Source: an optimization exercise on an open RTL-to-GDS flow (aim: small area). Production flows keep margins and buffers that such runs may drop.
RTL that was checked went through simulation tests only; none was proved equivalent to the original.
Function not checked in runs 2, 4 and 5: the RTL went through the layout flow alone.
Power is estimated from default activity; no workload was simulated.

`design/flow/run.sh`:
```
#!/bin/bash
# synth_recipe.tcl (not shown) runs the flow's synth.tcl, then flattens the netlist and writes it again
# the make line also repeats each setting of config.mk as NAME=value (left out here)
make -C /OpenROAD-flow-scripts/flow DESIGN_CONFIG=/design/flow/config.mk WORK_HOME=/design/flow/orfs CLKGATE_MAP_FILE= SYNTH_SCRIPT=/design/flow/synth_recipe.tcl finish
```
`design/flow/config.mk`:
```
export PLATFORM = sky130hd
export DESIGN_NAME = elevator_controller_top
export DESIGN_NICKNAME = elevator_controller_top
export VERILOG_FILES = /design/flow/design.v
export SDC_FILE = /design/flow/constraint.sdc
export NUM_CORES = 4
export LEC_CHECK = 0
export CAP_MARGIN = 20
export CORE_MARGIN = 2
export CORE_UTILIZATION = 40
export SLEW_MARGIN = 20
```
`design/flow/constraint.sdc`:
```
create_clock -name core_clock -period 10.0 [get_ports {clk}]
set_input_delay 2.0000 -clock core_clock [delete_from_list [all_inputs] [get_ports {clk}]]
set_output_delay 2.0000 -clock core_clock [all_outputs]
set_load 0.01 [all_outputs]
```
`design/flow/design.v`:
```
module request_handler(
    input wire clk,
    input wire rst,
    input wire call_up_0,
    input wire call_up_1,
    input wire call_down_1,
    input wire call_down_2,
    input wire select_floor_0,
    input wire select_floor_1,
    input wire select_floor_2,
    input wire [1:0] current_floor,
    input wire floor_reached,
    output reg [2:0] floor_requests,   
    output reg [1:0] target_floor
);
    reg passenger_inside;
    reg [1:0] passenger_destination;
    reg return_to_zero;  
    always @(posedge clk or posedge rst) begin
        if (rst) begin
            floor_requests <= 3'b000;
            target_floor <= 2'd0;
            passenger_inside <= 1'b0;
            passenger_destination <= 2'd0;
            return_to_zero <= 1'b0;
        end else begin
            if (floor_reached) begin
                floor_requests[current_floor] <= 1'b0;
                if (passenger_inside && current_floor == passenger_destination) begin
                    passenger_inside <= 1'b0;
                    if (current_floor != 2'd0) begin
                        return_to_zero <= 1'b1;
                    end
                end
                if (return_to_zero && current_floor == 2'd0) begin
                    return_to_zero <= 1'b0;
                end
            end
            if (return_to_zero && !floor_reached) begin
                floor_requests[0] <= 1'b1;
            end
            if (!passenger_inside && !return_to_zero) begin
                if (call_up_0) begin
                    floor_requests[0] <= 1'b1;
                end
                if (call_up_1 || call_down_1) begin
                    floor_requests[1] <= 1'b1;
                end
                if (call_down_2) begin
                    floor_requests[2] <= 1'b1;
                end
            end
            if (!passenger_inside && !return_to_zero) begin
                if (select_floor_0) begin
                    floor_requests[0] <= 1'b1;
                    passenger_inside <= 1'b1;
                    passenger_destination <= 2'd0;
                end
                if (select_floor_1) begin
                    floor_requests[1] <= 1'b1;
                    passenger_inside <= 1'b1;
                    passenger_destination <= 2'd1;
                end
                if (select_floor_2) begin
                    floor_requests[2] <= 1'b1;
                    passenger_inside <= 1'b1;
                    passenger_destination <= 2'd2;
                end
            end
            if (return_to_zero) begin
                target_floor <= 2'd0;
            end else if (passenger_inside) begin
                target_floor <= passenger_destination;
            end else if (floor_requests != 3'b000) begin
                if (floor_requests[current_floor]) begin
                    target_floor <= current_floor;
                end else if (current_floor == 2'd0) begin
                    if (floor_requests[1]) target_floor <= 2'd1;
                    else if (floor_requests[2]) target_floor <= 2'd2;
                end else if (current_floor == 2'd1) begin
                    if (floor_requests[0]) target_floor <= 2'd0;
                    else if (floor_requests[2]) target_floor <= 2'd2;
                end else begin  
                    if (floor_requests[1]) target_floor <= 2'd1;
                    else if (floor_requests[0]) target_floor <= 2'd0;
                end
            end else begin
                target_floor <= current_floor;
            end
        end
    end
endmodule
module movement_controller(
    input wire clk,
    input wire rst,
    input wire [2:0] floor_requests,
    input wire [1:0] target_floor,
    output reg [1:0] current_floor,
    output reg floor_reached,
    output reg moving_up,
    output reg moving_down
);
    reg [28:0] move_counter;
    parameter MOVE_DELAY = 29'd30000;  
    localparam IDLE = 2'd0;
    localparam MOVING = 2'd1;
    localparam ARRIVED = 2'd2;
    reg [1:0] state;
    reg [28:0] door_timer;
    parameter DOOR_DELAY = 29'd50000;  
    always @(posedge clk or posedge rst) begin
        if (rst) begin
            current_floor <= 2'd0;
            floor_reached <= 1'b0;
            moving_up <= 1'b0;
            moving_down <= 1'b0;
            move_counter <= 28'd0;
            state <= IDLE;
            door_timer <= 28'd0;
        end else begin
            case (state)
                IDLE: begin
                    floor_reached <= 1'b0;
                    moving_up <= 1'b0;
                    moving_down <= 1'b0;
                    if (floor_requests[current_floor]) begin
                        state <= ARRIVED;
                        door_timer <= 28'd0;
                        floor_reached <= 1'b1;
                    end else if (floor_requests != 3'b000 && target_floor != current_floor) begin
                        state <= MOVING;
                        move_counter <= 28'd0;
                        if (target_floor > current_floor) begin
                            moving_up <= 1'b1;
                        end else begin
                            moving_down <= 1'b1;
                        end
                    end
                end
                MOVING: begin
                    move_counter <= move_counter + 1;
                    if (move_counter >= MOVE_DELAY) begin
                        move_counter <= 28'd0;
                        if (moving_up && current_floor < 2'd2) begin
                            current_floor <= current_floor + 1;
                        end else if (moving_down && current_floor > 2'd0) begin
                            current_floor <= current_floor - 1;
                        end
                        if ((moving_up && current_floor + 1 == target_floor) ||
                            (moving_down && current_floor - 1 == target_floor) ||
                            (current_floor == target_floor)) begin
                            state <= ARRIVED;
                            door_timer <= 28'd0;
                            floor_reached <= 1'b1;
                            moving_up <= 1'b0;
                            moving_down <= 1'b0;
                        end else if ((moving_up && current_floor >= 2'd1) ||
                                     (moving_down && current_floor <= 2'd1)) begin
                            state <= IDLE;
                            moving_up <= 1'b0;
                            moving_down <= 1'b0;
                        end
                    end
                end
                ARRIVED: begin
                    door_timer <= door_timer + 1;
                    if (door_timer >= DOOR_DELAY) begin
                        floor_reached <= 1'b0;
                        state <= IDLE;
                    end
                end
                default: state <= IDLE;
            endcase
        end
    end
endmodule
module door_controller(
    input wire clk,
    input wire rst,
    input wire floor_reached,
    input wire moving_up,
    input wire moving_down,
    output reg door_open
);
    reg [25:0] blink_counter;
    parameter BLINK_PERIOD = 26'd500;  
    reg [25:0] door_timer;
    parameter DOOR_OPEN_TIME = 26'd5000;  
    reg door_state;  
    reg blinking;
    always @(posedge clk or posedge rst) begin
        if (rst) begin
            door_open <= 1'b0;
            blink_counter <= 26'd0;
            door_timer <= 26'd0;
            door_state <= 1'b0;
            blinking <= 1'b0;
        end else begin
            if (floor_reached && !moving_up && !moving_down && !door_state) begin
                blinking <= 1'b1;
                door_timer <= 26'd0;
                door_state <= 1'b1;
            end
            if (blinking) begin
                blink_counter <= blink_counter + 1;
                door_timer <= door_timer + 1;
                if (blink_counter >= BLINK_PERIOD) begin
                    door_open <= ~door_open;
                    blink_counter <= 26'd0;
                end
                if (door_timer >= DOOR_OPEN_TIME) begin
                    blinking <= 1'b0;
                    door_open <= 1'b0;
                    door_state <= 1'b0;
                end
            end else if (!floor_reached) begin
                door_open <= 1'b0;
                door_state <= 1'b0;
            end
        end
    end
endmodule
module elevator_controller_top(
    input wire clk,
    input wire rst,
    input wire call_up_0,       
    input wire call_up_1,       
    input wire call_down_1,     
    input wire call_down_2,     
    input wire select_floor_0,
    input wire select_floor_1,
    input wire select_floor_2,
    output wire [1:0] current_floor,
    output wire door_open,
    output wire moving_up,
    output wire moving_down
);
    wire [2:0] floor_requests;
    wire floor_reached;
    wire [1:0] target_floor;
    request_handler req_handler(
        .clk(clk),
        .rst(rst),
        .call_up_0(call_up_0),
        .call_up_1(call_up_1),
        .call_down_1(call_down_1),
        .call_down_2(call_down_2),
        .select_floor_0(select_floor_0),
        .select_floor_1(select_floor_1),
        .select_floor_2(select_floor_2),
        .current_floor(current_floor),
        .floor_reached(floor_reached),
        .floor_requests(floor_requests),
        .target_floor(target_floor)
    );
    movement_controller move_ctrl(
        .clk(clk),
        .rst(rst),
        .floor_requests(floor_requests),
        .target_floor(target_floor),
        .current_floor(current_floor),
        .floor_reached(floor_reached),
        .moving_up(moving_up),
        .moving_down(moving_down)
    );
    door_controller door_ctrl(
        .clk(clk),
        .rst(rst),
        .floor_reached(floor_reached),
        .moving_up(moving_up),
        .moving_down(moving_down),
        .door_open(door_open)
    );
endmodule
```
==> results_tabular.tex, run 1 <==
\begin{tabular}{lr}
\hline
Metric & Value \\
\hline
\multicolumn{2}{l}{\textbf{Final layout}} \\
Finished Layout Cells & 1006 \\
Syn-to-layout area delta & 13.3\% \\
Fin nets & 795 \\
Proportion of layout cells with a drive suffix above 1 & 6.27\% \\
Ant. Diodes & 0 \\
Commonest cells after routing, fill and taps aside & dfrtp\_1 (129), nor2\_1 (79), nand2\_1 (74) \\
Most common library cell in the layout ignoring fill and taps & dfrtp\_1 \\
Final core area utilization & 46.0\% \\
\multicolumn{2}{l}{\textbf{Yosys}} \\
Most used flip-flop cell after synthesis & dfrtp\_1 \\
EDFF count, synth & 0 \\
FF+latch count, synth & 129 \\
Share of synthesized registers carrying an async set or reset & 100\% \\
Mapped Nets & 795 \\
Post-synthesis share of cell area spent on full adders, half adders and majority gates & 3.24\% \\
Combinational family with the most area after synthesis & simple AND/OR/NAND/NOR gates \\
Share of the synthesized netlist area taken by xor and xnor gates & 3.28\% \\
Count of synthesis-stage warnings from yosys & 3 \\
Yosys cell types & 63 \\
Post-synthesis compound-gate area fraction & 18.8\% \\
Share of cell area taken by muxes after synthesis & 0.901\% \\
Share of the yosys chip area belonging to registers & 46.5\% \\
Summed instance area of the synthesized netlist & 6940 µm² \\
Number of standard cells after synthesis & 768 \\
Post-Synthesis Mean Instance Area & 9.04 µm² \\
Simple-gate portion of the synthesized area & 23.2\% \\
\multicolumn{2}{l}{\textbf{Clock tree}} \\
CTS tree & yes \\
TritonCTS Buffers & 17 \\
Clock Tree Buf Depth & 2 \\
Number of gates resized after cts & 0 \\
Maximum level of the CTS H-tree & 4 \\
Clock Latency Late Sink & 0.42 ns \\
Count of buffers added by post-CTS timing repair for setup & 0 \\
CTS root buffer & clkbuf\_16 \\
Count of hold-fix buffers inserted at cts & 0 \\
Sink Count & 129 \\
Clock-pin slew of the registers on the worst-case setup and hold paths & 0.06 ns \\
\multicolumn{2}{l}{\textbf{Setup path}} \\
Worst Path Max Fanout & 13 \\
Arrival time of data at the critical path endpoint & 1.66 ns \\
CP bufs+invs & 1 \\
CP cell instances & clkdlybuf4s50\_1 \\
CP peak stage delay & 0.63 ns \\
Worst setup EP type & primary output \\
Logic depth of the worst setup path including buffers & 1 \\
R2R cell count & 8 \\
Worst path slowest cell & clkdlybuf4s50\_1 \\
Startpoint class of the critical path & flop \\
Data required time of the worst path & 8.00 ns \\
Worst Setup Path Type & flop to primary output \\
Family with the most delay on the worst path & buffers and inverters \\
\multicolumn{2}{l}{\textbf{Detailed routing}} \\
DRC violation count after routing & 0 \\
Wire length per cell & 14.9 µm \\
Via density per instance & 5.61 \\
Antenna Violating Nets Remaining & 0 \\
Pre-Repair DR Iteration Count & 7 \\
Number of vias after detailed routing & 5646 \\
Post-detailed-routing wire length & 15000 µm \\
DRC violation total after the first TritonRoute iteration & 431 \\
\multicolumn{2}{l}{\textbf{Timing}} \\
Max Transition Viols Final & 0 \\
RSZ-0062 raised after global routing & false \\
Transition time at the pin with the least slew margin & 0.947 ns \\
Clock Skew & 0.00652 ns \\
Max-slew headroom at the worst pin & 35.9\% \\
Final Hold Fails & 0 \\
Share of the cycle needed by the critical path after routing & 36.6\% \\
Final critical-path required period & 3.66 ns \\
Max frequency & 273 MHz \\
Count of endpoints failing setup in the final report & 0 \\
Setup TNS Final & 0 ns \\
\multicolumn{2}{l}{\textbf{Pwr}} \\
Worst voltage drop across the vdd grid & 0.110 mV \\
PD cells & 164 nW/µm² \\
Post-layout total power & 1.29 mW \\
LEAKAGE & 3.47 nW \\
\multicolumn{2}{l}{\textbf{Job}} \\
Reported max-cap violation count & 0 \\
\multicolumn{2}{l}{\textbf{Floorplanning}} \\
Die area & 18400 µm² \\
Top-level port count & 14 \\
Initial Util & 40.6\% \\
Standard-cell rows & 48 \\
Die outline width & 136 µm \\
Core area & 17100 µm² \\
Vertical extent of the die & 136 µm \\
\multicolumn{2}{l}{\textbf{Global routing}} \\
Overall fraction of global-route tracks in use & 17.4\% \\
First-pass GRT wire length & 26000 µm \\
Number of global-route vias before repair & 5365 \\
Antenna violations before repair & 0 \\
Maximum number of pins on one net before global-route repair & 70 \\
Congestion Overflow GR & 0 \\
\multicolumn{2}{l}{\textbf{Placement}} \\
Port Buffers & 13 \\
Cell Count Post-Placement & 973 \\
Detailed placer's ending HPWL & 10000 µm \\
Routability congestion estimate from global placement & 0.838 \\
\multicolumn{2}{l}{\textbf{Outcome}} \\
Outcome & timing/DRC/antenna clean \\
\multicolumn{2}{l}{\textbf{Hold path}} \\
Hold Path Stages & 1 \\
HP Class & flop to flop \\
\hline
\end{tabular}
## state kept, by name, indices dropped and copies added (netlist names), 2 cells and up
| signal | count |
|---|---|
| move_ctrl.door_timer | 29 |
| move_ctrl.move_counter | 29 |
| door_ctrl.blink_counter | 26 |
| door_ctrl.door_timer | 26 |
| req_handler.floor_requests | 3 |
| move_ctrl.current_floor | 2 |
| move_ctrl.state | 2 |
| req_handler.passenger_destination | 2 |
| req_handler.target_floor | 2 |
## synthesized netlist by cell type (all sizes together) (3+ instances only)
cell / n / share of area, %
dfrtp: 129 / 46
nor2: 79 / 4.3
nand2: 74 / 4.0
o21ai: 61 / 4.4
nand3: 55 / 4.0
inv: 37 / 2.0
a21oi: 28 / 2.0
clkbuf: 27 / 1.5
nand4: 22 / 2.0
o31ai: 20 / 2.2
ha: 18 / 3.2
a31oi: 17 / 1.5
and3: 17 / 1.5
xor2: 15 / 1.9
nor3: 13 / 1.0
nor4: 12 / 1.2
xnor2: 11 / 1.4
a21o: 10 / 1.1
a22o: 9 / 1.1
buf: 8 / 0.65
nand2b: 8 / 0.72
o211ai: 8 / 0.94
o41ai: 7 / 0.88
a41oi: 6 / 0.76
or3: 6 / 0.54
or4: 6 / 0.65
and2: 5 / 0.45
and4: 5 / 0.63
o21a: 5 / 0.65
or2: 5 / 0.45
mux2i: 4 / 0.58
nor2b: 4 / 0.36
a211o: 3 / 0.38
nand3b: 3 / 0.32
nor4b: 3 / 0.38
o311ai: 3 / 0.38
## final timing paths
check | to | slack (ns) | start
max in group asynchronous | door_ctrl.door_timer[9] | 6.57 | rst
setup reg to reg | move_ctrl.door_timer[9] | 6.56 | move_ctrl.current_floor[1]
min in group asynchronous | move_ctrl.current_floor[1] | 2.08 | rst
hold reg to reg | door_ctrl.door_timer[25] | 0.48 | door_ctrl.door_timer[25]
setup / recovery | current_floor[1] | 6.34 | move_ctrl.current_floor[1]
hold / removal | door_ctrl.door_timer[25] | 0.48 | door_ctrl.door_timer[25]
## logic make-up after synthesis
family | Yosys count
adders and majority gates | 18
buffers and inverters | 72
xor gates and xnor gates | 26
AOI/OAI and AO/OA | 194
DFF | 129
muxes | 6
and+or+nand+nor | 323
## area by class of cell
class | instances | area (µm²)
inverter | 37 | 141
timing repair buffer | 16 | 156
clock inverter | 13 | 184
tap | 225 | 282
clock buffer | 19 | 443
multi-input combinational | 567 | 3440
fill | 1605 | 9250
sequential | 129 | 3230
## per-layer routing
metal | vias to the layer above | part of all wire (%) | GRT usage [%] | wire length, µm
met5 | - | 0 | 0 | 0
met4 | 0 | 1.4 | 6.31 | 215
met3 | 22 | 3.1 | 3.55 | 472
met2 | 100 | 46 | 26.9 | 6930
met1 | 2736 | 49 | 24.2 | 7400
li1 | 2788 | - | - | -
## stage by stage
step	setup slack (ns)	cell area, µm²	hold slack [ns]
after floorplan	4.56	6940	0.446
after global placement	6.06	7230	0.462
after detailed placement	6.01	7230	0.476
after CTS	6.32	7850	0.484
after global routing	6.27	7870	0.492
final	6.34	7870	0.483
## power breakdown
group | internal (mW) | switching (mW)
Clock | 0.424 | 0.239
Combinational | 0.0304 | 0.0496
Sequential | 0.533 | 0.0146
==> run 2: changes to the inputs <==
==> design/flow/design.v (replaced) <==
module elevator_controller_top(
    input wire clk,
    input wire rst,
    input wire call_up_0,
    input wire call_up_1,
    input wire call_down_1,
    input wire call_down_2,
    input wire select_floor_0,
    input wire select_floor_1,
    input wire select_floor_2,
    output reg [1:0] current_floor,
    output reg door_open,
    output reg moving_up,
    output reg moving_down
);
    reg floor_reached;
    reg [15:0] mc;              
    reg [2:0] req;
    reg passenger_inside;
    reg return_to_zero;
    reg [1:0] dest;             
    reg [1:0] target;           
    reg blinking;
    reg [8:0] bc;               
    reg [12:0] dt;              
    wire idle = !floor_reached && !moving_up && !moving_down;
    wire moving = moving_up || moving_down;
    wire move_done = mc[14] & mc[13] & mc[12] & mc[10] & mc[8] & mc[5] & mc[4];
    wire stop_done = mc[15] & mc[14] & mc[9] & mc[8] & mc[6] & mc[4];
    wire blink_wrap = bc[8] & bc[7] & bc[6] & bc[5] & bc[4] & bc[2];
    wire window_end = dt[12] & dt[9] & dt[8] & dt[7] & dt[3];
    wire req_here = (current_floor == 2'd0) ? req[0] :
                    (current_floor == 2'd1) ? req[1] : req[2];
    wire any_req = |req;
    wire [1:0] next_floor = moving_up ? current_floor + 2'd1 : current_floor - 2'd1;
    wire arrive = (target == next_floor) || (target == current_floor);
    wire end_floor = next_floor != 2'd1;
    always @(posedge clk) begin
        if (idle || (moving && move_done))
            mc <= 16'd0;
        else
            mc <= mc + 16'd1;
    end
    always @(posedge clk or posedge rst) begin
        if (rst) begin
            current_floor <= 2'd0;
            floor_reached <= 1'b0;
            moving_up <= 1'b0;
            moving_down <= 1'b0;
        end else if (idle) begin
            if (req_here) begin
                floor_reached <= 1'b1;
            end else if (any_req && target != current_floor) begin
                moving_up <= target > current_floor;
                moving_down <= !(target > current_floor);
            end
        end else if (moving) begin
            if (move_done) begin
                current_floor <= next_floor;
                if (arrive) begin
                    floor_reached <= 1'b1;
                    moving_up <= 1'b0;
                    moving_down <= 1'b0;
                end else if (end_floor) begin
                    moving_up <= 1'b0;
                    moving_down <= 1'b0;
                end
            end
        end else begin
            if (stop_done)
                floor_reached <= 1'b0;
        end
    end
    wire accept = !passenger_inside && !return_to_zero;
    wire drop = floor_reached && passenger_inside && current_floor == dest;
    always @(posedge clk or posedge rst) begin
        if (rst) begin
            req <= 3'b000;
            passenger_inside <= 1'b0;
            return_to_zero <= 1'b0;
        end else begin
            if (floor_reached) begin
                case (current_floor)
                    2'd0: req[0] <= 1'b0;
                    2'd1: req[1] <= 1'b0;
                    2'd2: req[2] <= 1'b0;
                    default: ;
                endcase
                if (drop) begin
                    passenger_inside <= 1'b0;
                    if (current_floor != 2'd0)
                        return_to_zero <= 1'b1;
                end
                if (return_to_zero && current_floor == 2'd0)
                    return_to_zero <= 1'b0;
            end
            if (return_to_zero && !floor_reached)
                req[0] <= 1'b1;
            if (accept) begin
                if (call_up_0 || select_floor_0) req[0] <= 1'b1;
                if (call_up_1 || call_down_1 || select_floor_1) req[1] <= 1'b1;
                if (call_down_2 || select_floor_2) req[2] <= 1'b1;
                if (select_floor_0 || select_floor_1 || select_floor_2)
                    passenger_inside <= 1'b1;
            end
        end
    end
    always @(posedge clk) begin
        if (accept) begin
            if (select_floor_2) dest <= 2'd2;
            else if (select_floor_1) dest <= 2'd1;
            else if (select_floor_0) dest <= 2'd0;
        end
        if (return_to_zero)
            target <= 2'd0;
        else if (passenger_inside)
            target <= dest;
        else if (any_req) begin
            if (req_here)
                target <= current_floor;
            else if (current_floor == 2'd0)
                target <= req[1] ? 2'd1 : 2'd2;
            else if (current_floor == 2'd1)
                target <= req[0] ? 2'd0 : 2'd2;
            else
                target <= req[1] ? 2'd1 : 2'd0;
        end else
            target <= current_floor;
    end
    always @(posedge clk) begin
        if (blinking)
            dt <= dt + 13'd1;
        else
            dt <= 13'd0;
    end
    always @(posedge clk or posedge rst) begin
        if (rst) begin
            blinking <= 1'b0;
            door_open <= 1'b0;
            bc <= 9'd0;
        end else if (blinking) begin
            bc <= blink_wrap ? 9'd0 : bc + 9'd1;
            if (window_end) begin
                blinking <= 1'b0;
                door_open <= 1'b0;
            end else if (blink_wrap)
                door_open <= !door_open;
        end else if (floor_reached)
            blinking <= 1'b1;
    end
endmodule
==> results_tabular.tex, run 2 <==
\begin{tabular}{lr}
\hline
Metric & Value \\
\hline
\multicolumn{2}{l}{\textbf{Clock tree}} \\
Number of gates resized after cts & 0 (unchanged) \\
Clock Tree Buf Depth & 2 (unchanged) \\
TritonCTS Buffers & 5 (was 17) \\
CTS tree & yes (unchanged) \\
Count of hold-fix buffers inserted at cts & 0 (unchanged) \\
Sink Count & 54 (was 129) \\
Clock-pin slew of the registers on the worst-case setup and hold paths & 0.09 ns (was 0.06 ns) \\
Count of buffers added by post-CTS timing repair for setup & 0 (unchanged) \\
Maximum level of the CTS H-tree & 2 (was 4) \\
CTS root buffer & clkbuf\_8 (was clkbuf\_16) \\
Clock Latency Late Sink & 0.31 ns (was 0.42 ns) \\
\multicolumn{2}{l}{\textbf{Yosys}} \\
Most frequent cell after synthesis & nor2\_1 (was dfrtp\_1) \\
Summed instance area of the synthesized netlist & 2620 µm² (was 6940 µm²) \\
Number of standard cells after synthesis & 284 (was 768) \\
Mapped Nets & 301 (was 795) \\
Most used flip-flop cell after synthesis & dfxtp\_1 (was dfrtp\_1) \\
Post-Synthesis Mean Instance Area & 9.23 µm² (was 9.04 µm²) \\
Share of the yosys chip area belonging to registers & 46.0\% (was 46.5\%) \\
Post-synth top area cell & dfxtp\_1 (was dfrtp\_1) \\
Count of synthesis-stage warnings from yosys & 1 (was 3) \\
Synth top area share & 23.7\% (was 46.5\%) \\
Yosys cell types & 52 (was 63) \\
EDFF count, synth & 2 (was 0) \\
Top cells by count, synth & nor2\_1 (40), dfxtp\_1 (31), dfrtp\_1 (21), nand2\_1 (21), xnor2\_1 (19) (was dfrtp\_1 (129), nor2\_1 (79), nand2\_1 (74)) \\
Top area cells in the synthesized netlist & dfxtp\_1 (24\%), dfrtp\_1 (20\%), xnor2\_1 (6.3\%) (was dfrtp\_1 (46\%), o21ai\_0 (4.3\%), nor2\_1 (4.3\%)) \\
FF+latch count, synth & 54 (was 129) \\
Share of synthesized registers carrying an async set or reset & 38.9\% (was 100\%) \\
\multicolumn{2}{l}{\textbf{Detailed routing}} \\
Antenna Violating Nets Remaining & 0 (unchanged) \\
DRC violation total after the first TritonRoute iteration & 62 (was 431) \\
Post-detailed-routing wire length & 4600 µm (was 15000 µm) \\
DRC violation count after routing & 0 (unchanged) \\
Wire length per cell & 12.2 µm (was 14.9 µm) \\
Number of vias after detailed routing & 1944 (was 5646) \\
Via density per instance & 5.17 (was 5.61) \\
Pre-Repair DR Iteration Count & 4 (was 7) \\
\multicolumn{2}{l}{\textbf{Setup path}} \\
Logic depth of the worst setup path including buffers & 1 (unchanged) \\
Data required time of the worst path & 8.00 ns (about the same) \\
R2R cell count & 6 (was 8) \\
Worst setup EP type & primary output (unchanged) \\
Worst path slowest cell & clkdlybuf4s50\_1 (unchanged) \\
Worst Setup Path Type & flop to primary output (unchanged) \\
CP cell instances & clkdlybuf4s50\_1 (unchanged) \\
CP peak stage delay & 0.58 ns (was 0.63 ns) \\
Worst setup slack for register-to-register paths & 7.83 ns (was 6.56 ns) \\
Startpoint class of the critical path & flop (unchanged) \\
CP bufs+invs & 1 (unchanged) \\
Arrival time of data at the critical path endpoint & 1.35 ns (was 1.66 ns) \\
Family with the most delay on the worst path & buffers and inverters (unchanged) \\
Worst Path Max Fanout & 7 (was 13) \\
\multicolumn{2}{l}{\textbf{Final layout}} \\
Most common library cell in the layout ignoring fill and taps & nor2\_1 (was dfrtp\_1) \\
Fin nets & 315 (was 795) \\
Syn-to-layout area delta & 11.5\% (was 13.3\%) \\
Proportion of layout cells with a drive suffix above 1 & 4.68\% (was 6.27\%) \\
Top register by number of flip-flops & mc \\
Finished Layout Cells & 376 (was 1006) \\
Post-route cell area & 2930 µm² (was 7870 µm²) \\
Flip-flop count of the largest register, all copies and words added & 16 \\
Ant. Diodes & 0 (unchanged) \\
Commonest cells after routing, fill and taps aside & nor2\_1 (40), dfxtp\_1 (31), nand2\_1 (21), dfrtp\_1 (21), xnor2\_1 (19) (was dfrtp\_1 (129), nor2\_1 (79), nand2\_1 (74)) \\
Registers with the most flip-flops & mc (16), dt (13), bc (9) (was move\_ctrl.door\_timer (29), move\_ctrl.move\_counter (29)) \\
\multicolumn{2}{l}{\textbf{Job}} \\
Reported max-cap violation count & 0 (unchanged) \\
\multicolumn{2}{l}{\textbf{Floorplanning}} \\
Top-level port count & 14 (unchanged) \\
Die outline width & 85.0 µm (was 136 µm) \\
Core area & 6350 µm² (was 17100 µm²) \\
Initial Util & 41.3\% (was 40.6\%) \\
Die area & 7220 µm² (was 18400 µm²) \\
Vertical extent of the die & 85.0 µm (was 136 µm) \\
Standard-cell rows & 29 (was 48) \\
\multicolumn{2}{l}{\textbf{Timing}} \\
Clock Skew & 0.0121 ns (was 0.00652 ns) \\
Setup TNS Final & 0 ns (unchanged) \\
Count of endpoints failing setup in the final report & 0 (unchanged) \\
Transition time at the pin with the least slew margin & 0.811 ns (was 0.947 ns) \\
Final critical-path required period & 3.35 ns (was 3.66 ns) \\
Max-slew headroom at the worst pin & 45.9\% (was 35.9\%) \\
Final hold slack & 0.455 ns (was 0.483 ns) \\
Max Transition Viols Final & 0 (unchanged) \\
Share of the cycle needed by the critical path after routing & 33.5\% (was 36.6\%) \\
Max frequency & 298 MHz (was 273 MHz) \\
Final Hold Fails & 0 (unchanged) \\
RSZ-0062 raised after global routing & false (unchanged) \\
\multicolumn{2}{l}{\textbf{Placement}} \\
Routability congestion estimate from global placement & 0.803 (was 0.838) \\
Cell Count Post-Placement & 368 (was 973) \\
Detailed placer's ending HPWL & 3340 µm (was 10000 µm) \\
Cell area reported after detailed placement & 2810 µm² (was 7230 µm²) \\
Port Buffers & 13 (unchanged) \\
\multicolumn{2}{l}{\textbf{Hold path}} \\
HP Class & flop to flop (unchanged) \\
Hold Path Stages & 1 (unchanged) \\
\multicolumn{2}{l}{\textbf{Outcome}} \\
Outcome & timing/DRC/antenna clean (unchanged) \\
\multicolumn{2}{l}{\textbf{Global routing}} \\
Overall fraction of global-route tracks in use & 14.2\% (was 17.4\%) \\
Congestion Overflow GR & 0 (unchanged) \\
Maximum number of pins on one net before global-route repair & 22 (was 70) \\
Antenna violations before repair & 0 (unchanged) \\
Number of global-route vias before repair & 1837 (was 5365) \\
First-pass GRT wire length & 8450 µm (was 26000 µm) \\
\multicolumn{2}{l}{\textbf{Pwr}} \\
Post-layout total power & 0.428 mW (was 1.29 mW) \\
Worst voltage drop across the vdd grid & 0.0794 mV (was 0.110 mV) \\
LEAKAGE & 1.15 nW (was 3.47 nW) \\
PD cells & 146 nW/µm² (was 164 nW/µm²) \\
\hline
\end{tabular}
## run 2: path summary, 6_finish.rpt
kind,startpoint,to
worst min register to register,dt[0],dt[0]
max in group asynchronous,rst,req[0]
worst max register to register,current_floor[0],moving_up
worst max-delay path,moving_up,moving_up
min in group asynchronous,rst,bc[3]
worst min-delay path,dt[0],dt[0]
## run 2: logic make-up after synthesis
family	Yosys count	synth area share [%]
xor+xnor	29	10.2
mux	3	1.24
simple gates	126	24.3
flops	54	46.0
compound gates	45	11.3
buf+inv	19	3.20
fa+ha+maj	8	3.82
## run 2: routing by layer
metal | up-vias | share of wire, % | track usage [%]
li1 | 1018 | - | -
met1 | 898 | 52 | 19.9
met2 | 21 | 43 | 21.7
met3 | 7 | 3.4 | 3.31
met4 | 0 | 1.1 | 4.76
met5 | - | 0 | 0
## run 2: layout make-up
cell class / instances / area (µm²)
Tap cell: 77 / 96.3
Clock buffer: 8 / 111
Inverter: 13 / 48.8
Multi-Input combinational cell: 211 / 1330
Timing Repair Buffer: 13 / 130
Sequential cell: 54 / 1210
Fill cell: 616 / 3420
## run 2: power breakdown
part | internal [mW] | switching (mW) | total (mW)
combinational | 0.0239 | 0.0252 | 0.0491
clock | 0.0717 | 0.0694 | 0.141
sequential | 0.228 | 0.00974 | 0.238
total | 0.324 | 0.104 | 0.428
## run 2: metrics by stage
step	util [%]	setup slack, ns
after CTS	46.1	6.62
after floorplan	-	7.31
after detailed placement	44.3	6.81
final	46.1	6.65
after global routing	46.1	6.57
after global placement	44.3	6.84
==> run 3: changes to the inputs <==
--- a/design/flow/design.v
+++ b/design/flow/design.v
@@ -25,10 +25,17 @@
     reg [12:0] dt;              
     wire idle = !floor_reached && !moving_up && !moving_down;
     wire moving = moving_up || moving_down;
-    wire move_done = mc[14] & mc[13] & mc[12] & mc[10] & mc[8] & mc[5] & mc[4];
-    wire stop_done = mc[15] & mc[14] & mc[9] & mc[8] & mc[6] & mc[4];
-    wire blink_wrap = bc[8] & bc[7] & bc[6] & bc[5] & bc[4] & bc[2];
-    wire window_end = dt[12] & dt[9] & dt[8] & dt[7] & dt[3];
+    localparam [8:0] BC_M500 = 9'h1ff, BC_T500 = 9'h43;
+    localparam [12:0] DT_M5000 = 13'h1e9f, DT_T5000 = 13'hc10;
+    localparam [15:0] MC_M30000 = 16'hdfe5, MC_T30000 = 16'hdee5;
+    localparam [15:0] MC_M50000 = 16'hfdff, MC_T50000 = 16'ha06d;
+    wire move_done = (mc & MC_M30000) == MC_T30000;
+    wire stop_done = (mc & MC_M50000) == MC_T50000;
+    wire blink_wrap = (bc & BC_M500) == BC_T500;
+    wire window_end = (dt & DT_M5000) == DT_T5000;
+    wire [15:0] mc_step = {mc[14:0], ~(mc[15] ^ mc[8])};
+    wire [8:0] bc_step = {bc[7:0], ~(bc[8] ^ bc[4])};
+    wire [12:0] dt_step = {dt[11:0], ~(dt[12] ^ dt[5])};
     wire req_here = (current_floor == 2'd0) ? req[0] :
                     (current_floor == 2'd1) ? req[1] : req[2];
     wire any_req = |req;
@@ -39,7 +46,7 @@
         if (idle || (moving && move_done))
             mc <= 16'd0;
         else
-            mc <= mc + 16'd1;
+            mc <= mc_step;
     end
     always @(posedge clk or posedge rst) begin
         if (rst) begin
@@ -129,7 +136,7 @@
     end
     always @(posedge clk) begin
         if (blinking)
-            dt <= dt + 13'd1;
+            dt <= dt_step;
         else
             dt <= 13'd0;
     end
@@ -139,7 +146,7 @@
             door_open <= 1'b0;
             bc <= 9'd0;
         end else if (blinking) begin
-            bc <= blink_wrap ? 9'd0 : bc + 9'd1;
+            bc <= blink_wrap ? 9'd0 : bc_step;
             if (window_end) begin
                 blinking <= 1'b0;
                 door_open <= 1'b0;
==> results_tabular.tex, run 3 <==
\begin{tabular}{lr}
\hline
Metric & Value \\
\hline
\multicolumn{2}{l}{\textbf{Outcome}} \\
Outcome & timing/DRC/antenna clean (unchanged) \\
\multicolumn{2}{l}{\textbf{Detailed routing}} \\
Antenna Violating Nets Remaining & 0 (unchanged) \\
DRC violation count after routing & 0 (unchanged) \\
DRC violation total after the first TritonRoute iteration & 71 (was 62) \\
Wire length per cell & 12.9 µm (was 12.2 µm) \\
Pre-Repair DR Iteration Count & 4 (unchanged) \\
Post-detailed-routing wire length & 3690 µm (was 4600 µm) \\
Number of vias after detailed routing & 1443 (was 1944) \\
Via density per instance & 5.05 (was 5.17) \\
\multicolumn{2}{l}{\textbf{Clock tree}} \\
Clock Latency Late Sink & 0.30 ns (was 0.31 ns) \\
Sink Count & 54 (unchanged) \\
Clock-pin slew of the registers on the worst-case setup and hold paths & 0.10 ns (was 0.09 ns) \\
Count of hold-fix buffers inserted at cts & 0 (unchanged) \\
CTS root buffer & clkbuf\_8 (unchanged) \\
Maximum level of the CTS H-tree & 2 (unchanged) \\
TritonCTS Buffers & 5 (unchanged) \\
CTS tree & yes (unchanged) \\
Clock Tree Buf Depth & 2 (unchanged) \\
Number of gates resized after cts & 0 (unchanged) \\
Count of buffers added by post-CTS timing repair for setup & 0 (unchanged) \\
\multicolumn{2}{l}{\textbf{Placement}} \\
Port Buffers & 13 (unchanged) \\
Detailed placer's ending HPWL & 2540 µm (was 3340 µm) \\
Routability congestion estimate from global placement & 0.772 (was 0.803) \\
\multicolumn{2}{l}{\textbf{Yosys}} \\
Combinational family with the most area after synthesis & simple AND/OR/NAND/NOR gates (unchanged) \\
Post-Synthesis Mean Instance Area & 10.9 µm² (was 9.23 µm²) \\
Share of synthesized registers carrying an async set or reset & 38.9\% (unchanged) \\
Most used flip-flop cell after synthesis & dfxtp\_1 (unchanged) \\
Summed instance area of the synthesized netlist & 2180 µm² (was 2620 µm²) \\
Mapped Nets & 214 (was 301) \\
EDFF count, synth & 2 (unchanged) \\
Share of cell area taken by muxes after synthesis & 3.04\% (was 1.24\%) \\
Post-synth top area cell & dfxtp\_1 (unchanged) \\
Most frequent cell after synthesis & dfxtp\_1 (was nor2\_1) \\
FF+latch count, synth & 54 (unchanged) \\
Top cells by count, synth & dfxtp\_1 (31), and2\_1 (28), dfrtp\_1 (21) (was nor2\_1 (40), dfxtp\_1 (31), dfrtp\_1 (21), nand2\_1 (21), xnor2\_1 (19)) \\
Top area cells in the synthesized netlist & dfxtp\_1 (28\%), dfrtp\_1 (24\%), and2\_1 (8.0\%) (was dfxtp\_1 (24\%), dfrtp\_1 (20\%), xnor2\_1 (6.3\%)) \\
Share of the yosys chip area belonging to registers & 55.2\% (was 46.0\%) \\
Post-synthesis compound-gate area fraction & 10.5\% (was 11.3\%) \\
Number of standard cells after synthesis & 200 (was 284) \\
Count of synthesis-stage warnings from yosys & 1 (unchanged) \\
Yosys cell types & 45 (was 52) \\
Synth top area share & 28.4\% (was 23.7\%) \\
Post-synthesis share of cell area spent on full adders, half adders and majority gates & 2.86\% (was 3.82\%) \\
Simple-gate portion of the synthesized area & 21.6\% (was 24.3\%) \\
Share of the synthesized netlist area taken by xor and xnor gates & 3.44\% (was 10.2\%) \\
\multicolumn{2}{l}{\textbf{Setup path}} \\
Worst setup EP type & primary output (unchanged) \\
R2R cell count & 5 (was 6) \\
CP bufs+invs & 1 (unchanged) \\
Logic depth of the worst setup path including buffers & 1 (unchanged) \\
Worst Setup Path Type & flop to primary output (unchanged) \\
CP peak stage delay & 0.60 ns (was 0.58 ns) \\
Worst path slowest cell & clkdlybuf4s50\_1 (unchanged) \\
Arrival time of data at the critical path endpoint & 1.41 ns (was 1.35 ns) \\
Family with the most delay on the worst path & buffers and inverters (unchanged) \\
Startpoint class of the critical path & flop (unchanged) \\
CP cell instances & clkdlybuf4s50\_1 (unchanged) \\
Data required time of the worst path & 8.00 ns (about the same) \\
Worst Path Max Fanout & 7 (unchanged) \\
\multicolumn{2}{l}{\textbf{Hold path}} \\
HP Class & flop to flop (unchanged) \\
Hold Path Stages & 1 (unchanged) \\
\multicolumn{2}{l}{\textbf{Global routing}} \\
Busiest grt layer & met1 (was met2) \\
Met2 GRT Util & 18.9\% (was 21.7\%) \\
Number of global-route vias before repair & 1369 (was 1837) \\
Met3 Usage GRT & 3.95\% (was 3.31\%) \\
Congestion Overflow GR & 0 (unchanged) \\
Maximum number of pins on one net before global-route repair & 31 (was 22) \\
Met1 routing resource usage after global routing & 19.3\% (was 19.9\%) \\
First-pass GRT wire length & 6330 µm (was 8450 µm) \\
Antenna violations before repair & 0 (unchanged) \\
Overall fraction of global-route tracks in use & 13.2\% (was 14.2\%) \\
\multicolumn{2}{l}{\textbf{Final layout}} \\
Flip-flop count of the largest register, all copies and words added & 16 (unchanged) \\
Ant. Diodes & 0 (unchanged) \\
Fin nets & 229 (was 315) \\
Final-layout fill cell count & 492 (was 616) \\
Most common library cell in the layout ignoring fill and taps & dfxtp\_1 (was nor2\_1) \\
Combined area of the multi-input logic cells & 906 µm² (was 1330 µm²) \\
Proportion of layout cells with a drive suffix above 1 & 7.87\% (was 4.68\%) \\
Top register by number of flip-flops & mc (unchanged) \\
Final core area utilization & 47.8\% (was 46.1\%) \\
Commonest cells after routing, fill and taps aside & dfxtp\_1 (31), and2\_1 (28), dfrtp\_1 (21) (was nor2\_1 (40), dfxtp\_1 (31), nand2\_1 (21), dfrtp\_1 (21), xnor2\_1 (19)) \\
Sequential cell area & 1210 µm² (unchanged) \\
Syn-to-layout area delta & 13.8\% (was 11.5\%) \\
Registers with the most flip-flops & mc (16), dt (13), bc (9) (unchanged) \\
\multicolumn{2}{l}{\textbf{Job}} \\
Reported max-cap violation count & 0 (unchanged) \\
\multicolumn{2}{l}{\textbf{Timing}} \\
Final Hold Fails & 0 (unchanged) \\
Max frequency & 294 MHz (was 298 MHz) \\
Setup TNS Final & 0 ns (unchanged) \\
RSZ-0062 raised after global routing & false (unchanged) \\
Count of endpoints failing setup in the final report & 0 (unchanged) \\
Final critical-path required period & 3.41 ns (was 3.35 ns) \\
Clock Skew & 0.00985 ns (was 0.0121 ns) \\
Share of the cycle needed by the critical path after routing & 34.1\% (was 33.5\%) \\
Max-slew headroom at the worst pin & 43.9\% (was 45.9\%) \\
Transition time at the pin with the least slew margin & 0.841 ns (was 0.811 ns) \\
Max Transition Viols Final & 0 (unchanged) \\
\multicolumn{2}{l}{\textbf{Floorplanning}} \\
Die outline width & 77.9 µm (was 85.0 µm) \\
Initial Util & 42.0\% (was 41.3\%) \\
Top-level port count & 14 (unchanged) \\
Core area & 5200 µm² (was 6350 µm²) \\
Standard-cell rows & 26 (was 29) \\
Die area & 6070 µm² (was 7220 µm²) \\
Vertical extent of the die & 77.9 µm (was 85.0 µm) \\
\multicolumn{2}{l}{\textbf{Pwr}} \\
PD cells & 171 nW/µm² (was 146 nW/µm²) \\
Worst voltage drop across the vdd grid & 0.0864 mV (was 0.0794 mV) \\
LEAKAGE & 1.02 nW (was 1.15 nW) \\
\hline
\end{tabular}
==> run 3: cell count changes after synthesis, moves of 9 or more <==
cell     before  now
nand3_1      14    1
nor2_1       40    8
xnor2_1      19    6
xor2_1        9    0
and2_1        1   28
==> run 3: layer usage <==
metal | share of wire, % | vias to the layer above
li1 | - | 728
met4 | 1.1 | 0
met3 | 2.8 | 5
met2 | 42 | 17
met1 | 54 | 693
met5 | 0 | -
==> run 3: cell type report <==
class / instances / share of cell area, %
clock inverter: 2 / 0.403
clock buffer: 6 / 3.77
tap: 70 / 3.52
inverter: 14 / 2.11
sequential: 54 / 48.5
multi-input combinational: 127 / 36.4
timing repair buffer: 13 / 5.23
==> run 3: final timing paths <==
path | slack [ns] | start | to
max in group asynchronous | 7.32 | rst | floor_reached
max | 6.59 | current_floor[0] | current_floor[0]
min reg2reg | 0.44 | dt[8] | dt[9]
max reg2reg | 7.99 | current_floor[0] | moving_down
min | 0.44 | dt[8] | dt[9]
min in group asynchronous | 2.16 | rst | bc[8]
==> run 3: metrics by stage <==
step | hold WS (ns) | instance area (µm²) | power (mW) | std cells | worst slack, ns
floorplan | 0.412 | 2180 | 0.280 | 200 | 7.31
global placement | 0.419 | 2380 | 0.295 | 278 | 6.84
detailed placement | 0.430 | 2380 | 0.295 | 278 | 6.82
CTS | 0.447 | 2490 | 0.429 | 286 | 6.59
global route | 0.479 | 2490 | 0.448 | 286 | 6.55
finish | 0.443 | 2490 | 0.425 | 286 | 6.59
==> run 3: cell families after synthesis <==
| group | count (synthesis) |
|---|---|
| simple gates | 75 |
| buf+inv | 19 |
| xor+xnor | 7 |
| flops | 54 |
| mux | 6 |
| fa+ha+maj | 5 |
| compound gates | 34 |
==> run 3: power by group <==
group	internal [mW]	switching, mW	total (mW)	leakage, nW
sequential	0.228	0.0100	0.238	0.528
clock	0.0638	0.0707	0.135	0.0561
combinational	0.0249	0.0275	0.0524	0.441
total	0.317	0.108	0.425	1.02
==> run 4: changes to the inputs <==
--- a/design/flow/design.v
+++ b/design/flow/design.v
@@ -29,24 +29,32 @@
     localparam [12:0] DT_M5000 = 13'h1e9f, DT_T5000 = 13'hc10;
     localparam [15:0] MC_M30000 = 16'hdfe5, MC_T30000 = 16'hdee5;
     localparam [15:0] MC_M50000 = 16'hfdff, MC_T50000 = 16'ha06d;
-    wire move_done = (mc & MC_M30000) == MC_T30000;
-    wire stop_done = (mc & MC_M50000) == MC_T50000;
+    localparam [15:0] MC_POL = 16'haaaa;
+    localparam [12:0] DT_POL = 13'h0aaa;
+    wire [15:0] mcs = mc ^ MC_POL;      
+    wire [12:0] dts = dt ^ DT_POL;
+    wire move_done = (mcs & MC_M30000) == MC_T30000;
+    wire stop_done = (mcs & MC_M50000) == MC_T50000;
     wire blink_wrap = (bc & BC_M500) == BC_T500;
-    wire window_end = (dt & DT_M5000) == DT_T5000;
-    wire [15:0] mc_step = {mc[14:0], ~(mc[15] ^ mc[8])};
+    wire window_end = (dts & DT_M5000) == DT_T5000;
+    wire [15:0] mc_step = {mcs[14:0], ~(mcs[15] ^ mcs[8])};
     wire [8:0] bc_step = {bc[7:0], ~(bc[8] ^ bc[4])};
-    wire [12:0] dt_step = {dt[11:0], ~(dt[12] ^ dt[5])};
-    wire req_here = (current_floor == 2'd0) ? req[0] :
-                    (current_floor == 2'd1) ? req[1] : req[2];
+    wire [12:0] dt_step = {dts[11:0], ~(dts[12] ^ dts[5])};
+    wire req_here = (~current_floor[1] & ~current_floor[0] & req[0]) |
+                    (current_floor[0] & req[1]) | (current_floor[1] & req[2]);
     wire any_req = |req;
-    wire [1:0] next_floor = moving_up ? current_floor + 2'd1 : current_floor - 2'd1;
-    wire arrive = (target == next_floor) || (target == current_floor);
-    wire end_floor = next_floor != 2'd1;
+    wire [1:0] next_floor = {moving_up & current_floor[0],
+                             moving_up ? ~current_floor[0] : current_floor[1]};
+    wire pass_on = (moving_up & ~current_floor[0] & ~current_floor[1] & target[1]) |
+                   (moving_down & current_floor[1] & ~target[1] & ~target[0]);
+    wire arrive = !((moving_up & current_floor[0] & ~target[1] & ~target[0]) |
+                    (moving_down & current_floor[0] & target[1])) & !pass_on;
+    wire go_up = target[1] ? ~current_floor[1] : (target[0] & ~current_floor[1] & ~current_floor[0]);
     always @(posedge clk) begin
         if (idle || (moving && move_done))
-            mc <= 16'd0;
+            mc <= MC_POL;
         else
-            mc <= mc_step;
+            mc <= mc_step ^ MC_POL;
     end
     always @(posedge clk or posedge rst) begin
         if (rst) begin
@@ -58,8 +66,8 @@
             if (req_here) begin
                 floor_reached <= 1'b1;
             end else if (any_req && target != current_floor) begin
-                moving_up <= target > current_floor;
-                moving_down <= !(target > current_floor);
+                moving_up <= go_up;
+                moving_down <= !go_up;
             end
         end else if (moving) begin
             if (move_done) begin
@@ -68,7 +76,7 @@
                     floor_reached <= 1'b1;
                     moving_up <= 1'b0;
                     moving_down <= 1'b0;
-                end else if (end_floor) begin
+                end else if (!pass_on) begin
                     moving_up <= 1'b0;
                     moving_down <= 1'b0;
                 end
@@ -136,9 +144,9 @@
     end
     always @(posedge clk) begin
         if (blinking)
-            dt <= dt_step;
+            dt <= dt_step ^ DT_POL;
         else
-            dt <= 13'd0;
+            dt <= DT_POL;
     end
     always @(posedge clk or posedge rst) begin
         if (rst) begin
==> results_tabular.tex, run 4 <==
\begin{tabular}{lr}
\hline
Metric & Value \\
\hline
\multicolumn{2}{l}{\textbf{Timing}} \\
Share of the cycle needed by the critical path after routing & 36.1\% (was 34.1\%) \\
Final critical-path required period & 3.61 ns (was 3.41 ns) \\
Final hold slack & 0.376 ns (was 0.443 ns) \\
Max Transition Viols Final & 0 (unchanged) \\
Max-slew headroom at the worst pin & 44.9\% (was 43.9\%) \\
Clock Skew & 0.00670 ns (was 0.00985 ns) \\
RSZ-0062 raised after global routing & false (unchanged) \\
Setup TNS Final & 0 ns (unchanged) \\
Max frequency & 277 MHz (was 294 MHz) \\
Count of endpoints failing setup in the final report & 0 (unchanged) \\
Final Hold Fails & 0 (unchanged) \\
Transition time at the pin with the least slew margin & 0.825 ns (was 0.841 ns) \\
\multicolumn{2}{l}{\textbf{Yosys}} \\
Share of the yosys chip area belonging to registers & 57.1\% (was 55.2\%) \\
Share of the synthesized netlist area taken by xor and xnor gates & 2.90\% (was 3.44\%) \\
EDFF count, synth & 2 (unchanged) \\
Top area cells in the synthesized netlist & dfxtp\_1 (29\%), dfrtp\_1 (25\%), nand2\_1 (4.4\%) (was dfxtp\_1 (28\%), dfrtp\_1 (24\%), and2\_1 (8.0\%)) \\
Mapped Nets & 210 (was 214) \\
Number of standard cells after synthesis & 201 (was 200) \\
Top cells by count, synth & dfxtp\_1 (31), nand2\_1 (25), dfrtp\_1 (21), nor2\_1 (21), nor2b\_1 (10) (was dfxtp\_1 (31), and2\_1 (28), dfrtp\_1 (21)) \\
Post-Synthesis Mean Instance Area & 10.5 µm² (was 10.9 µm²) \\
Summed instance area of the synthesized netlist & 2110 µm² (was 2180 µm²) \\
Synth top area share & 29.4\% (was 28.4\%) \\
Share of cell area taken by muxes after synthesis & 2.66\% (was 3.04\%) \\
Combinational family with the most area after synthesis & simple AND/OR/NAND/NOR gates (unchanged) \\
Yosys cell types & 55 (was 45) \\
Post-synth top area cell & dfxtp\_1 (unchanged) \\
Most used flip-flop cell after synthesis & dfxtp\_1 (unchanged) \\
Post-synthesis share of cell area spent on full adders, half adders and majority gates & 0\% (was 2.86\%) \\
Share of synthesized registers carrying an async set or reset & 38.9\% (unchanged) \\
Simple-gate portion of the synthesized area & 19.2\% (was 21.6\%) \\
Count of synthesis-stage warnings from yosys & 1 (unchanged) \\
Post-synthesis compound-gate area fraction & 15.0\% (was 10.5\%) \\
Most frequent cell after synthesis & dfxtp\_1 (unchanged) \\
FF+latch count, synth & 54 (unchanged) \\
\multicolumn{2}{l}{\textbf{Floorplanning}} \\
Die outline width & 76.7 µm (was 77.9 µm) \\
Core area & 5110 µm² (was 5200 µm²) \\
Top-level port count & 14 (unchanged) \\
Initial Util & 41.4\% (was 42.0\%) \\
Standard-cell rows & 26 (unchanged) \\
Vertical extent of the die & 76.7 µm (was 77.9 µm) \\
Die area & 5880 µm² (was 6070 µm²) \\
\multicolumn{2}{l}{\textbf{Clock tree}} \\
Count of hold-fix buffers inserted at cts & 0 (unchanged) \\
Clock Latency Late Sink & 0.31 ns (was 0.30 ns) \\
Sink Count & 54 (unchanged) \\
Number of gates resized after cts & 0 (unchanged) \\
CTS tree & yes (unchanged) \\
TritonCTS Buffers & 5 (unchanged) \\
Clock Tree Buf Depth & 2 (unchanged) \\
Maximum level of the CTS H-tree & 2 (unchanged) \\
CTS root buffer & clkbuf\_8 (unchanged) \\
Count of buffers added by post-CTS timing repair for setup & 0 (unchanged) \\
Clock-pin slew of the registers on the worst-case setup and hold paths & 0.09 ns (was 0.10 ns) \\
\multicolumn{2}{l}{\textbf{Pwr}} \\
LEAKAGE & 0.995 nW (was 1.02 nW) \\
PD cells & 171 nW/µm² (about the same) \\
Post-layout total power & 0.412 mW (was 0.425 mW) \\
Worst voltage drop across the vdd grid & 0.0909 mV (was 0.0864 mV) \\
\multicolumn{2}{l}{\textbf{Final layout}} \\
Most common library cell in the layout ignoring fill and taps & dfxtp\_1 (unchanged) \\
Syn-to-layout area delta & 13.7\% (was 13.8\%) \\
Fin nets & 223 (was 229) \\
Proportion of layout cells with a drive suffix above 1 & 8.37\% (was 7.87\%) \\
Registers with the most flip-flops & mc (16), dt (13), bc (9) (unchanged) \\
Top register by number of flip-flops & mc (unchanged) \\
Final core area utilization & 47.1\% (was 47.8\%) \\
Ant. Diodes & 0 (unchanged) \\
Post-route cell area & 2400 µm² (was 2490 µm²) \\
Commonest cells after routing, fill and taps aside & dfxtp\_1 (31), nand2\_1 (25), nor2\_1 (21), dfrtp\_1 (21), clkdlybuf4s50\_1 (13) (was dfxtp\_1 (31), and2\_1 (28), dfrtp\_1 (21)) \\
Flip-flop count of the largest register, all copies and words added & 16 (unchanged) \\
\multicolumn{2}{l}{\textbf{Detailed routing}} \\
DRC violation total after the first TritonRoute iteration & 40 (was 71) \\
Antenna Violating Nets Remaining & 0 (unchanged) \\
Number of vias after detailed routing & 1450 (was 1443) \\
DRC violation count after routing & 0 (unchanged) \\
Via density per instance & 5.09 (was 5.05) \\
Post-detailed-routing wire length & 3550 µm (was 3690 µm) \\
Pre-Repair DR Iteration Count & 4 (unchanged) \\
Wire length per cell & 12.4 µm (was 12.9 µm) \\
\multicolumn{2}{l}{\textbf{Setup path}} \\
Worst path slowest cell & dfrtp\_1 (was clkdlybuf4s50\_1) \\
R2R cell count & 4 (was 5) \\
Worst Path Max Fanout & 17 (was 7) \\
Worst Setup Path Type & flop to primary output (unchanged) \\
Data required time of the worst path & 8.00 ns (about the same) \\
CP bufs+invs & 1 (unchanged) \\
Worst setup EP type & primary output (unchanged) \\
Startpoint class of the critical path & flop (unchanged) \\
CP cell instances & clkdlybuf4s50\_1 (unchanged) \\
Family with the most delay on the worst path & flip-flops (was buffers and inverters) \\
Arrival time of data at the critical path endpoint & 1.61 ns (was 1.41 ns) \\
Logic depth of the worst setup path including buffers & 1 (unchanged) \\
CP peak stage delay & 0.68 ns (was 0.60 ns) \\
\multicolumn{2}{l}{\textbf{Placement}} \\
Port Buffers & 13 (unchanged) \\
Cell area reported after detailed placement & 2300 µm² (was 2380 µm²) \\
Detailed placer's ending HPWL & 2450 µm (was 2540 µm) \\
Routability congestion estimate from global placement & 0.774 (was 0.772) \\
\multicolumn{2}{l}{\textbf{Global routing}} \\
Number of global-route vias before repair & 1446 (was 1369) \\
Congestion Overflow GR & 0 (unchanged) \\
Overall fraction of global-route tracks in use & 13.3\% (was 13.2\%) \\
Maximum number of pins on one net before global-route repair & 29 (was 31) \\
Antenna violations before repair & 0 (unchanged) \\
First-pass GRT wire length & 6320 µm (was 6330 µm) \\
\multicolumn{2}{l}{\textbf{Hold path}} \\
Hold Path Stages & 1 (unchanged) \\
HP Class & flop to flop (unchanged) \\
\multicolumn{2}{l}{\textbf{Job}} \\
Reported max-cap violation count & 0 (unchanged) \\
\multicolumn{2}{l}{\textbf{Outcome}} \\
Outcome & timing/DRC/antenna clean (unchanged) \\
\hline
\end{tabular}
[run 4: area by class of cell]
type | instances | area [µm²]
tap | 70 | 87.6
timing repair buffer | 13 | 130
multi-input combinational | 131 | 841
sequential | 54 | 1210
inverter | 9 | 33.8
clock buffer | 7 | 96.3
fill | 499 | 2700
clock inverter | 1 | 8.76
[run 4: path summary, 6_finish.rpt]
check	from	endpoint	slack, ns
max	current_floor[0]	current_floor[0]	6.39
min	dt[8]	dt[9]	0.38
max reg2reg	current_floor[0]	moving_up	8.27
min reg2reg	dt[8]	dt[9]	0.38
max in group asynchronous	rst	current_floor[0]	7.33
min in group asynchronous	rst	floor_reached	2.16
[run 4: report_power, final]
| part | switching, mW | total [mW] | internal [mW] | leakage (nW) |
|---|---|---|---|---|
| Sequential | 0.0137 | 0.241 | 0.228 | 0.528 |
| Combinational | 0.0183 | 0.0376 | 0.0193 | 0.412 |
| Clock | 0.0695 | 0.133 | 0.0635 | 0.0544 |
[run 4: cells by family after synthesis]
group | Yosys count
and+or+nand+nor | 78
DFF | 54
AOI/OAI and AO/OA | 41
buffers and inverters | 16
xor gates and xnor gates | 7
muxes | 5
[run 4: per-stage QoR]
stage	instances	setup WS [ns]
floorplan	201	7.42
global placement	277	6.75
detailed placement	277	6.74
CTS	285	6.39
global route	285	6.33
finish	285	6.39
[run 4: metal layers]
layer	GRT usage (%)	up-vias	wire length [µm]
met5	0	-	0
met4	4.91	0	25
met3	4.00	4	123
met2	21.0	27	1600
met1	17.3	692	1800
li1	-	727	-
==> run 5: changes to the inputs <==
--- a/design/flow/config.mk
+++ b/design/flow/config.mk
@@ -8,4 +8,6 @@
 export CAP_MARGIN = 20
 export CORE_MARGIN = 2
 export CORE_UTILIZATION = 40
+export CTS_CLUSTER_DIAMETER = 500
+export CTS_CLUSTER_SIZE = 100
 export SLEW_MARGIN = 20
==> results_tabular.tex, run 5 <==
\begin{tabular}{lr}
\hline
Metric & Value \\
\hline
\multicolumn{2}{l}{\textbf{Outcome}} \\
Outcome & timing/DRC/antenna clean (unchanged) \\
\multicolumn{2}{l}{\textbf{Yosys}} \\
Post-Synthesis Mean Instance Area & 10.5 µm² (unchanged) \\
Post-synthesis share of cell area spent on full adders, half adders and majority gates & 0\% (unchanged) \\
Share of cell area taken by muxes after synthesis & 2.66\% (unchanged) \\
FF+latch count, synth & 54 (unchanged) \\
Share of the yosys chip area belonging to registers & 57.1\% (unchanged) \\
EDFF count, synth & 2 (unchanged) \\
Share of the synthesized netlist area taken by xor and xnor gates & 2.90\% (unchanged) \\
Combinational family with the most area after synthesis & simple AND/OR/NAND/NOR gates (unchanged) \\
Top area cells in the synthesized netlist & dfxtp\_1 (29\%), dfrtp\_1 (25\%), nand2\_1 (4.4\%) (unchanged) \\
Simple-gate portion of the synthesized area & 19.2\% (unchanged) \\
Share of synthesized registers carrying an async set or reset & 38.9\% (unchanged) \\
Most frequent cell after synthesis & dfxtp\_1 (unchanged) \\
Number of standard cells after synthesis & 201 (unchanged) \\
Post-synth top area cell & dfxtp\_1 (unchanged) \\
Synth top area share & 29.4\% (unchanged) \\
Summed instance area of the synthesized netlist & 2110 µm² (unchanged) \\
Mapped Nets & 210 (unchanged) \\
Count of synthesis-stage warnings from yosys & 1 (unchanged) \\
Post-synthesis compound-gate area fraction & 15.0\% (unchanged) \\
Yosys cell types & 55 (unchanged) \\
Top cells by count, synth & dfxtp\_1 (31), nand2\_1 (25), dfrtp\_1 (21), nor2\_1 (21), nor2b\_1 (10) (unchanged) \\
Most used flip-flop cell after synthesis & dfxtp\_1 (unchanged) \\
\multicolumn{2}{l}{\textbf{Global routing}} \\
First-pass GRT wire length & 6320 µm (unchanged) \\
Congestion Overflow GR & 0 (unchanged) \\
Number of global-route vias before repair & 1446 (unchanged) \\
Overall fraction of global-route tracks in use & 13.3\% (unchanged) \\
Maximum number of pins on one net before global-route repair & 29 (unchanged) \\
Antenna violations before repair & 0 (unchanged) \\
\multicolumn{2}{l}{\textbf{Final layout}} \\
Top register by number of flip-flops & mc (unchanged) \\
Most common library cell in the layout ignoring fill and taps & dfxtp\_1 (unchanged) \\
Fin nets & 223 (unchanged) \\
Flip-flop count of the largest register, all copies and words added & 16 (unchanged) \\
Proportion of layout cells with a drive suffix above 1 & 8.37\% (unchanged) \\
Commonest cells after routing, fill and taps aside & dfxtp\_1 (31), nand2\_1 (25), nor2\_1 (21), dfrtp\_1 (21), clkdlybuf4s50\_1 (13) (unchanged) \\
Registers with the most flip-flops & mc (16), dt (13), bc (9) (unchanged) \\
Ant. Diodes & 0 (unchanged) \\
Syn-to-layout area delta & 13.7\% (unchanged) \\
\multicolumn{2}{l}{\textbf{Timing}} \\
Max frequency & 277 MHz (unchanged) \\
Final hold slack & 0.376 ns (unchanged) \\
Max-slew headroom at the worst pin & 44.9\% (unchanged) \\
Transition time at the pin with the least slew margin & 0.825 ns (unchanged) \\
Final critical-path required period & 3.61 ns (unchanged) \\
Count of endpoints failing setup in the final report & 0 (unchanged) \\
Final Hold Fails & 0 (unchanged) \\
Clock Skew & 0.00670 ns (unchanged) \\
Setup TNS Final & 0 ns (unchanged) \\
Share of the cycle needed by the critical path after routing & 36.1\% (unchanged) \\
RSZ-0062 raised after global routing & false (unchanged) \\
Max Transition Viols Final & 0 (unchanged) \\
\multicolumn{2}{l}{\textbf{Floorplanning}} \\
Vertical extent of the die & 76.7 µm (unchanged) \\
Initial Util & 41.4\% (unchanged) \\
Core area & 5110 µm² (unchanged) \\
Die outline width & 76.7 µm (unchanged) \\
Top-level port count & 14 (unchanged) \\
Die area & 5880 µm² (unchanged) \\
Standard-cell rows & 26 (unchanged) \\
\multicolumn{2}{l}{\textbf{Setup path}} \\
Family with the most delay on the worst path & flip-flops (unchanged) \\
Worst Setup Path Type & flop to primary output (unchanged) \\
CP cell instances & clkdlybuf4s50\_1 (unchanged) \\
Startpoint class of the critical path & flop (unchanged) \\
CP peak stage delay & 0.68 ns (about the same) \\
Data required time of the worst path & 8.00 ns (about the same) \\
CP bufs+invs & 1 (unchanged) \\
Worst path slowest cell & dfrtp\_1 (unchanged) \\
Arrival time of data at the critical path endpoint & 1.61 ns (about the same) \\
Worst Path Max Fanout & 17 (unchanged) \\
Worst setup EP type & primary output (unchanged) \\
\multicolumn{2}{l}{\textbf{Clock tree}} \\
Count of buffers added by post-CTS timing repair for setup & 0 (unchanged) \\
Sink Count & 54 (unchanged) \\
Clock Latency Late Sink & 0.31 ns (about the same) \\
Maximum level of the CTS H-tree & 2 (unchanged) \\
Clock-pin slew of the registers on the worst-case setup and hold paths & 0.09 ns (about the same) \\
CTS root buffer & clkbuf\_8 (unchanged) \\
Clock Tree Buf Depth & 2 (unchanged) \\
TritonCTS Buffers & 5 (unchanged) \\
Count of hold-fix buffers inserted at cts & 0 (unchanged) \\
CTS tree & yes (unchanged) \\
Number of gates resized after cts & 0 (unchanged) \\
\multicolumn{2}{l}{\textbf{Pwr}} \\
Worst voltage drop across the vdd grid & 0.0909 mV (unchanged) \\
LEAKAGE & 0.995 nW (unchanged) \\
PD cells & 171 nW/µm² (unchanged) \\
\multicolumn{2}{l}{\textbf{Detailed routing}} \\
Number of vias after detailed routing & 1450 (unchanged) \\
Pre-Repair DR Iteration Count & 4 (unchanged) \\
Antenna Violating Nets Remaining & 0 (unchanged) \\
DRC violation count after routing & 0 (unchanged) \\
Via density per instance & 5.09 (unchanged) \\
Wire length per cell & 12.4 µm (unchanged) \\
DRC violation total after the first TritonRoute iteration & 40 (unchanged) \\
Post-detailed-routing wire length & 3550 µm (unchanged) \\
\multicolumn{2}{l}{\textbf{Placement}} \\
Routability congestion estimate from global placement & 0.774 (unchanged) \\
Detailed placer's ending HPWL & 2450 µm (unchanged) \\
Port Buffers & 13 (unchanged) \\
\multicolumn{2}{l}{\textbf{Hold path}} \\
HP Class & flop to flop (unchanged) \\
\multicolumn{2}{l}{\textbf{Job}} \\
Reported max-cap violation count & 0 (unchanged) \\
\hline
\end{tabular}
## run 5: final cells by class
cell class                 count  area [µm²]
sequential                    54        1210
clock buffer                   7        96.3
timing repair buffer          13         130
multi-input combinational    131         841
tap                           70        87.6
inverter                       9        33.8
clock inverter                 1        8.76
fill                         499        2700
## run 5: final timing paths
check	cells after the start	startpoint	to	slack, ns
setup / recovery	1	current_floor[0]	current_floor[0]	6.39
hold / removal	1	dt[8]	dt[9]	0.38
setup reg to reg	4	current_floor[0]	moving_up	8.27
hold reg to reg	1	dt[8]	dt[9]	0.38
max in group asynchronous	2	rst	current_floor[0]	7.33
min in group asynchronous	2	rst	floor_reached	2.16
## run 5: power by group
part	switching (mW)	leakage, nW	internal [mW]
clock network	0.0695	0.0544	0.0635
registers	0.0137	0.528	0.228
logic	0.0183	0.412	0.0193
## run 5: metal layers
metal / GRT usage, % / vias to the layer above / share of wire (%)
met5: 0 / - / 0
met4: 4.91 / 0 / 0.71
met3: 4.00 / 4 / 3.5
met2: 21.0 / 27 / 45
met1: 17.3 / 692 / 51
li1: - / 727 / -
## run 5: logic make-up (layout without fill, tap and decap cells)
group | count (synthesis) | in the layout
DFF | 54 | 54
xor gates and xnor gates | 7 | 7
muxes | 5 | 5
AOI/OAI and AO/OA | 41 | 41
and+or+nand+nor | 78 | 78
buffers and inverters | 16 | 30
## run 5: stage by stage
stage	instances	instance area [µm²]	utilization, %	power (mW)	setup WS (ns)
finish	285	2400	47.1	0.412	6.39
CTS	285	2400	47.1	0.416	6.39
detailed placement	277	2300	45.0	0.284	6.74
global placement	277	2300	45.0	0.284	6.75
floorplan	201	2110	-	0.271	7.42
global route	285	2400	47.1	0.432	6.33

afterwards: timing with drivers on the ports:
The results above use ideal ports. As a check the final layouts listed here were re-extracted and re-timed, cells and wires unchanged.
Step 1: set_driving_cell puts a clkbuf_16 on clk and a buf_2 on each other input, an assumption about the parent block.
Step 2 moves the port delays by t, midway between the first and last clock arrival at a register: inputs arrive t later, outputs are due t later. That takes back most of the time a late clock gives input paths.
a / b / c = ideal / step 1 / step 2; a / b = the first two.
run | shift t [ns] | slack for setup (ns) | worst register clock-pin slew, ns | worst data-port slew with drivers (ns)
run 1 | 0.458 | 6.343 / 6.301 / 6.130 | 0.06 / 0.06 | 0.05
run 2 | 0.329 | 6.648 / 6.621 / 6.837 | 0.10 / 0.10 | 0.03
run 3 | 0.324 | 6.594 / 6.566 / 6.832 | 0.10 / 0.10 | 0.04
run 4 | 0.328 | 6.388 / 6.363 / 6.690 | 0.10 / 0.10 | 0.03
run 5 | 0.328 | 6.388 / 6.363 / 6.690 | 0.10 / 0.10 | 0.03
After both steps every run listed still meets setup and hold. The setup slack of run 1, which loses most, moves by -0.042 ns with the drivers and by -0.213 ns with both steps. The worst setup slack also covers recovery checks on asynchronous resets.
